Context: an optimization exercise on an open-source flow, tuned for small area. The choices shown serve that exercise and are no tape-out recipe.
In this exercise RTL edits were held to simulation tests only and were not proved equivalent to the original.
Power is estimated from default activity; no workload was simulated.

==> flow/design.v <==
module i2c_slave (
    input clk,
    input rst,
    input sda_in,
    input scl,
    output reg [7:0] addr,    
    output tx,                
    output [2:0] bitk,        
    output ackdrv             
  );
  localparam [1:0] M_ID = 2'd0, M_RX = 2'd1, M_TX = 2'd2, M_MISC = 2'd3;
  localparam [2:0] S_IDLE = 3'd0,    
                   S_ACKW = 3'd2,    
                   S_AWW  = 3'd3,    
                   S_ACKR = 3'd4,    
                   S_AWR  = 3'd5,    
                   S_RACK = 3'd6,    
                   S_RAW  = 3'd7;    
  reg [2:0] scl_s, sda_s;
  reg [5:0] rx;           
  reg [1:0] m;
  reg [2:0] c;
  wire rise = scl_s[1] & ~scl_s[2];
  wire fall = ~scl_s[1] & scl_s[2];
  wire sb = sda_s[2];
  wire start_c = scl_s[2] & sda_s[2] & ~sda_s[1];
  wire stop_c = scl_s[2] & ~sda_s[2] & sda_s[1];
  wire [5:0] rx_n = rise ? {rx[4:0], sb} : rx;
  wire id_bit = (c == 3'd0) || (c == 3'd2);
  reg [1:0] nm;
  reg [2:0] nc;
  reg ld, inc;
  always @* begin
    nm = m;
    nc = c;
    ld = 1'b0;
    inc = 1'b0;
    case (m)
      M_ID: if (rise) begin
        nc = c + 3'd1;
        if (c == 3'd7) begin
          nm = M_MISC;
          nc = sb ? S_ACKR : S_ACKW;
        end else if (sb != id_bit) begin
          nm = M_MISC;
          nc = S_IDLE;
        end
      end
      M_RX: if (rise) begin
        nc = c + 3'd1;
        if (c == 3'd7) begin
          nm = M_MISC;
          nc = S_ACKW;
          ld = 1'b1;
        end
      end
      M_TX: if (fall) begin
        nc = c + 3'd1;
        if (c == 3'd7) begin
          nm = M_MISC;
          nc = S_RACK;
        end
      end
      default: case (c)
        S_ACKW, S_ACKR: if (fall) nc = c + 3'd1;
        S_AWW: if (fall) begin
          nm = M_RX;
          nc = 3'd0;
        end
        S_AWR, S_RAW: if (fall) begin
          nm = M_TX;
          nc = 3'd0;
        end
        S_RACK: if (rise) begin
          nc = S_RAW;
          inc = 1'b1;
        end
        default: ;
      endcase
    endcase
    if (start_c) begin
      nm = M_ID;
      nc = 3'd0;
    end else if (stop_c) begin
      nm = M_MISC;
      nc = S_IDLE;
    end
  end
  always @(posedge clk) begin
    scl_s <= {scl_s[1:0], scl};
    sda_s <= {sda_s[1:0], sda_in};
    rx <= rx_n;
    if (rst) begin
      m <= M_MISC;
      c <= S_IDLE;
    end else begin
      m <= nm;
      c <= nc;
    end
    if (ld)
      addr <= {1'b0, rx[5:0], sb};
    else if (rst)
      addr <= 8'd0;
    else if (inc)
      addr <= addr + 8'd1;
  end
  assign tx = (m == M_TX);
  assign bitk = c;
  assign ackdrv = (m == M_MISC) && (c == S_AWW || c == S_AWR);
endmodule
module edid_rom (
    input clk,
    input rst,
    input sda_in,
    output sda_oe,
    input scl
  );
  wire [7:0] addr;
  wire tx;
  wire [2:0] bitk;
  wire ackdrv;
  i2c_slave i2c (
    .clk(clk),
    .rst(rst),
    .sda_in(sda_in),
    .scl(scl),
    .addr(addr),
    .tx(tx),
    .bitk(bitk),
    .ackdrv(ackdrv)
  );
  localparam [1023:0] EDID = 1024'h5f00504ef62e9676f6b204f656f6b2003f00000004040404040450009005180a7800bf00000004508aec1c4c420a04caaaca8200ff0000000404502e1ea62a049eb6b6ae22007f000000808080808080808080808080808003810000002a0ab0e405f2eac5ad385c1e447ca5c08018180080003214c5962000ffffffffffff00;
  wire bit_q = addr[7] | EDID[{addr[6:0], bitk}];
  assign sda_oe = ackdrv | (tx & ~bit_q);
endmodule
==> flow/config.mk <==
export PLATFORM = sky130hd
export DESIGN_NAME = edid_rom
export DESIGN_NICKNAME = edid_rom
export VERILOG_FILES = /design/flow/design.v
export SDC_FILE = /design/flow/constraint.sdc
export NUM_CORES = 4
export LEC_CHECK = 0
export CAP_MARGIN = 20
export CORE_MARGIN = 2
export CORE_UTILIZATION = 40
export SLEW_MARGIN = 20
==> flow/constraint.sdc <==
create_clock -name core_clock -period 5.0 [get_ports {clk}]
set_input_delay 1.0000 -clock core_clock [delete_from_list [all_inputs] [get_ports {clk}]]
set_output_delay 1.0000 -clock core_clock [all_outputs]
set_load 0.01 [all_outputs]
standard.sh (not shown) runs the stock make flow with config.mk's settings and CLKGATE_MAP_FILE= SYNTH_SCRIPT=/design/flow/synth_recipe.tcl, a recipe that flattens the netlist after the stock synthesis.
==> flow/flow/run.sh <==
#!/bin/bash
set -euo pipefail
W=$(pwd)
# synthesis script: ORFS's synth.tcl with the abc call pointed at our script
sed 's|  log_cmd abc {\*}\$abc_args|  log_cmd abc -script $::env(MY_ABC_SCRIPT) {*}[lrange $abc_args 2 end]|' \
  "$FLOW_HOME/scripts/synth.tcl" > "$W/synth_mod.tcl"
grep -q 'MY_ABC_SCRIPT' "$W/synth_mod.tcl"
sed 's|source \$::env(SCRIPTS_DIR)/synth.tcl|source $::env(MY_SYNTH_TCL)|' "$W/synth_recipe.tcl" > "$W/my_synth.tcl"
grep -q 'MY_SYNTH_TCL' "$W/my_synth.tcl"
export MY_SYNTH_TCL="$W/synth_mod.tcl"
export MY_ABC_SCRIPT="$W/flow/abc.script"
# an empty ADDER_MAP_FILE skips extract_fa and the adder techmap
sed "s#SYNTH_SCRIPT=[^ ]*#SYNTH_SCRIPT=$W/my_synth.tcl ADDER_MAP_FILE=#" "$W/standard.sh" > "$W/my_standard.sh"
grep -q 'my_synth.tcl' "$W/my_standard.sh"
bash "$W/my_standard.sh" finish > "$W/flow_make.log" 2>&1
==> flow/flow/abc.script <==
strash
balance
rewrite
refactor
balance
rewrite
rewrite -z
balance
refactor -z
rewrite -z
balance
&get -n
&deepsyn -T 60
&dch
&nf -R 1000
&put
topo
The first run completed without violations.
Then changed:
--- a/flow/flow/run.sh
+++ b/flow/flow/run.sh
@@ -12,2 +12,8 @@
-# an empty ADDER_MAP_FILE skips extract_fa and the adder techmap
-sed "s#SYNTH_SCRIPT=[^ ]*#SYNTH_SCRIPT=$W/my_synth.tcl ADDER_MAP_FILE=#" "$W/standard.sh" > "$W/my_standard.sh"
+# An empty ADDER_MAP_FILE skips extract_fa and the adder techmap.
+# The ports are buffered as in the standard flow, with the smallest
+# buffer (buf_1) instead of the delay buffer that buffer_ports picks.
+EXTRA="ADDER_MAP_FILE= 'BUFFER_PORTS_ARGS=-buffer_cell sky130_fd_sc_hd__buf_1'"
+if [[ -f "$W/flow/cts_args" ]]; then
+  EXTRA="$EXTRA 'CTS_ARGS=$(cat "$W/flow/cts_args")'"
+fi
+sed "s#SYNTH_SCRIPT=[^ ]*#SYNTH_SCRIPT=$W/my_synth.tcl $EXTRA#" "$W/standard.sh" > "$W/my_standard.sh"
==> flow/flow/cts_args (new file) <==
-buf_list sky130_fd_sc_hd__clkbuf_8 -root_buf sky130_fd_sc_hd__clkbuf_8 -sink_clustering_enable -sink_clustering_size 30 -dont_use_dummy_load -repair_clock_nets
--- a/flow/config.mk
+++ b/flow/config.mk
@@ -10,0 +11 @@
+export GPL_TIMING_DRIVEN = 0
Wire length goes down by a few percent.
Fmax is about the same.
Via count goes down by a few percent.
Power goes down by a few percent.
First-iteration DRC count goes down by a quarter to a third.
Setup slack improved by 0.013 ns.
Sequential power goes up by a few percent.
Core utilization goes down by 2.6 points.
Then changed:
removed: flow/flow/cts_args
What happened: Area after synthesis does not change. Wire length increases by about 0.4%. Design area hardly moves. Flip-flop and latch count does not change. Total power is higher by about 1.5%. Non-clock buffer count is unchanged. Die area is unchanged. Global-route usage is about the same.

[re-timing with driven ports]
In the flow no input, the clock included, has a driving cell. The finished layouts below were timed again as built, in two steps. Step 1 (the two cells are an assumption about what drives the block):
set clk [get_ports {clk}]
set_driving_cell -lib_cell sky130_fd_sc_hd__clkbuf_16 $clk
set_driving_cell -lib_cell sky130_fd_sc_hd__buf_2 [delete_from_list [all_inputs] $clk]
Step 2 adds t to the input delays and takes it off the output delays; t is the mean of the earliest and latest rising clock arrival at the registers after step 1. Input paths then give back, and output paths get back, about the clock's delay inside the block. a / b / c = no drivers / after step 1 / after step 2; a / b = the first two.
run | shift t [ns] | setup WS [ns] | slew at the worst register clock pin (ns) | worst data-port slew with drivers (ns)
the first run | 0.282 | 0.458 / 0.434 / 0.716 | 0.08 / 0.08 | 0.03
the second run | 0.288 | 0.470 / 0.442 / 0.730 | 0.08 / 0.08 | 0.03
the third run | 0.291 | 0.476 / 0.449 / 0.740 | 0.08 / 0.08 | 0.03
After both steps setup and hold are still met in every run listed.
